Source: an optimization exercise on an open RTL-to-GDS flow (aim: small area and a short achievable clock period). Production flows keep margins and buffers that such runs may drop.
In this exercise RTL edits were held to simulation tests only and were not proved equivalent to the original.
No activity file was given, so power comes from the tool's default toggle rates.

==> flow/design.v (excerpt) <==
module cpu(clk, clrn, o, imem_addr, imem_data, dmem_addr, dmem_wdata, dmem_we, dmem_rdata);
export LEC_CHECK = 0
export CAP_MARGIN = 30
export CORE_MARGIN = 2
export CORE_UTILIZATION = 45
export SETUP_SLACK_MARGIN = 4.5
export SLEW_MARGIN = 40
export SYNTH_HIERARCHICAL = 1
export SYNTH_MINIMUM_KEEP_SIZE = 0
export TNS_END_PERCENT = 0
create_clock -name core_clock -period 12.0 [get_ports {clk}]
standard.sh (not shown) runs the stock make flow with config.mk's settings and CLKGATE_MAP_FILE= SYNTH_SCRIPT=/design/flow/synth_recipe.tcl, a recipe that flattens the netlist after the stock synthesis.
==> flow/flow/run.sh <==
#!/bin/bash
# Layout flow: the standard flow, with one step added after synthesis
# (downsize.tcl: every combinational cell goes back to its smallest size, and
# the flow's timing repair sizes up what the timing needs), buf_2 as the port
# buffers, a clock tree of clkbuf_8/clkbuf_16 in clusters of at most 16 sinks
# and 70 um without dummy loads, no gate cloning in timing repair, and more
# antenna repair passes after detailed routing.
set -euo pipefail
bash standard.sh synth > synth.log 2>&1
DS_ODB=orfs/results/$FLOW_PLATFORM/cpu/base/1_synth.odb \
    openroad -no_init -exit flow/downsize.tcl > downsize.log 2>&1
bash standard.sh "BUFFER_PORTS_ARGS=-buffer_cell sky130_fd_sc_hd__buf_2" \
    "CTS_ARGS=-sink_clustering_enable -repair_clock_nets -sink_clustering_size 16 -sink_clustering_max_diameter 70 -buf_list {sky130_fd_sc_hd__clkbuf_8 sky130_fd_sc_hd__clkbuf_16} -dont_use_dummy_load" \
    SKIP_GATE_CLONING=1 MAX_REPAIR_ANTENNAS_ITER_DRT=10 finish > finish.log 2>&1
==> flow/flow/downsize.tcl <==
# Swap every combinational cell that synthesis sized up back to the smallest
# cell of the same function; the flow's timing repair sizes up what it needs.
set odb $::env(DS_ODB)
read_db $odb
set db [ord::get_db]
set block [ord::get_db_block]
# smallest-area master for each function family name
array set best {}
foreach lib [$db getLibs] {
  foreach m [$lib getMasters] {
    set n [$m getName]
    if {[regexp {^(sky130_fd_sc_hd__[a-z0-9]+)_(\d+)$} $n -> fam sz]} {
      set a [expr {[$m getWidth] * [$m getHeight]}]
      if {![info exists best($fam)] || $a < [lindex $best($fam) 1]} {
        set best($fam) [list $m $a]
      }
    }
  }
}
set skip {dfrtp dfstp dfxtp edfxtp dfrbp dfsbp dfbbn dfbbp dfxbp edfxbp sdfxtp buf clkbuf conb tapvpwrvgnd dlygate4sd3 dlymetal6s2s clkdlybuf4s15 clkdlybuf4s18 clkdlybuf4s25 clkdlybuf4s50}
set n 0
foreach inst [$block getInsts] {
  set m [$inst getMaster]
  set name [$m getName]
  if {![regexp {^(sky130_fd_sc_hd__([a-z0-9]+))_(\d+)$} $name -> fam base sz]} continue
  if {[lsearch -exact $skip $base] >= 0} continue
  if {![info exists best($fam)]} continue
  set bm [lindex $best($fam) 0]
  if {[$bm getName] ne $name} {
    $inst swapMaster $bm
    incr n
  }
}
puts "downsized $n instances"
write_db $odb
Change:
--- a/flow/design.v
+++ b/flow/design.v
@@ -133,14 +133,19 @@
         for (i = 0; i < 32; i = i + 1) begin : g_rd
             wire [31:1] col;
             genvar j;
             for (j = 1; j < 32; j = j + 1) begin : g_col
                 assign col[j] = register[j][i];
             end
-            rdbit m_a(sa_v, col, ca[i], nqa[i]);
-            rdbit m_b(sb_v, col, cb[i], nqb[i]);
+            if (i < 8 || i >= 28) begin : c
+                rdbit m_a(sa_v, col, ca[i], nqa[i]);
+                rdbit m_b(sb_v, col, cb[i], nqb[i]);
+            end else begin : nc
+                rdbit_nc m_a(sa_v, col, nqa[i]);
+                rdbit_nc m_b(sb_v, col, nqb[i]);
+            end
         end
     endgenerate
     always @(posedge clk or negedge clrn)
         if (!clrn)
             valid <= 31'b0;
         else
@@ -171,12 +176,30 @@
     g_a21oi m_l1e(s[30], d[30], e, n1[10]);
     g_nand4 m_l2a(n1[0], n1[1], n1[2], n1[3], n2[0]);
     g_nand4 m_l2b(n1[4], n1[5], n1[6], n1[7], n2[1]);
     g_nand3 m_l2c(n1[8], n1[9], n1[10], n2[2]);
     g_nor3 m_l3(n2[0], n2[1], n2[2], nq);
 endmodule
+module rdbit_nc(s, d, nq);
+    input  [30:0] s;
+    input  [30:0] d;
+    output        nq;
+    wire   [10:0] n1;
+    wire    [2:0] n2;
+    genvar j;
+    generate
+        for (j = 0; j < 10; j = j + 1) begin : g_l1
+            g_a222oi m(s[3*j], d[3*j], s[3*j+1], d[3*j+1], s[3*j+2], d[3*j+2], n1[j]);
+        end
+    endgenerate
+    g_nand2 m_l1e(s[30], d[30], n1[10]);
+    g_nand4 m_l2a(n1[0], n1[1], n1[2], n1[3], n2[0]);
+    g_nand4 m_l2b(n1[4], n1[5], n1[6], n1[7], n2[1]);
+    g_nand3 m_l2c(n1[8], n1[9], n1[10], n2[2]);
+    g_nor3 m_l3(n2[0], n2[1], n2[2], nq);
+endmodule
 `timescale 1ns / 1ps
 module cpu(clk, clrn, o, imem_addr, imem_data, dmem_addr, dmem_wdata, dmem_we, dmem_rdata);
     input                    clk;
     input                    clrn;
     output                   o;
     output          [31:0]   imem_addr;
@@ -231,19 +254,19 @@
     addr_adder m_addr(nqa, imm, asum);
     assign dmem_addr  = asum;
     assign dmem_wdata = qb;
     assign dmem_we    = i_sw;
     wire            [31:0]   addsub;
     wire                     eq;
-    add_sub m_addsub(qa, qb, ~rtype | fn[1], addsub, eq);
+    add_sub m_addsub(nqa, nqb, ~rtype | fn[1], addsub, eq);
     wire            [31:0]   lb = rtype ? qb : {16'b0, imm};
     wire            [31:0]   land = qa & lb;
     wire            [31:0]   lor  = qa | lb;
     wire            [31:0]   lxor = qa ^ lb;
     wire            [31:0]   shout;
-    shifter m_shift(qb, sa, fn[1:0], shout);
+    shifter m_shift(nqb, sa, fn[1:0], shout);
     assign wd = ({32{r_add | r_sub}}      & addsub)
               | ({32{i_addi}}             & asum)
               | ({32{r_and | i_andi}}     & land)
               | ({32{r_or  | i_ori}}      & lor)
               | ({32{r_xor | i_xori}}     & lxor)
               | ({32{r_sll | r_srl | r_sra}} & shout)
@@ -350,14 +373,16 @@
     generate
         for (i = 0; i < 16; i = i + 1) begin : g_sel
             g_mux2i m(nhi0[i], nhi1[i], c16, s[16+i]);
         end
     endgenerate
 endmodule
-module add_sub(a, b, sub, s, eq);
-    input           [31:0]   a, b;
+module add_sub(na, nb, sub, s, eq);
+    input           [31:0]   na, nb;
+    wire            [31:0]   a = ~na;
+    wire            [31:0]   b = ~nb;
     input                    sub;
     output          [31:0]   s;
     output                   eq;
     wire            [31:0]   bb = b ^ {32{sub}};
     wire            [31:0]   p = a ^ bb;
     wire            [31:0]   g = a & bb;
@@ -378,14 +403,15 @@
                 P[i] = P[i] & P[i - (1 << l)];
             end
     end
     assign s = p ^ {G[30:0], sub};
     assign eq = &p;
 endmodule
-module shifter(x, n, f, y);
-    input           [31:0]   x;
+module shifter(nx, n, f, y);
+    input           [31:0]   nx;
+    wire            [31:0]   x = ~nx;
     input            [4:0]   n;
     input            [1:0]   f;
     output          [31:0]   y;
     wire                     shl  = ~f[1];
     wire             [4:0]   r    = shl ? -n : n;
     wire            [31:0]   r0 = r[0] ? {x[0],     x[31:1]}  : x;
Effect:
- The changed run completed without violations
- cell area came out lower slightly
- utilization shrinks by 0.34 points
- power climbs by a few percent
- cell count rises slightly
- routed wire length goes up by a few percent
- non-clock buffer count rises by 23
- hold slack is better by 0.0076 ns

separate check: timing with driven ports:
The results above use ideal ports. As a check the final layouts listed here were re-extracted and re-timed, cells and wires unchanged. Step 1 sets driving cells, clkbuf_16 on the clock port and buf_2 on the other inputs (assumed; they add their load-dependent delay and slew). Step 2 also shifts input and output timing later by t, the mid clock arrival at the registers, as if the neighbouring blocks saw the same clock. Three values: ideal, step 1, step 2; two values: the first two.
| run | shift t [ns] | setup WS [ns] | hold slack, ns | clock arrival spread, ns | worst register clock-pin slew, ns |
|---|---|---|---|---|---|
| the first run | 0.726 | 3.470 / 3.436 / 2.779 | 0.504 / 0.504 / 0.504 | 0.098 / 0.098 | 0.08 / 0.08 |
| the second run | 0.736 | 3.234 / 3.285 / 2.548 | 0.512 / 0.512 / 0.512 | 0.081 / 0.081 | 0.08 / 0.08 |
After both steps setup and hold are still met in every run listed. The setup slack of the first run, which loses most, moves by -0.034 ns with the drivers and by -0.691 ns with both steps.
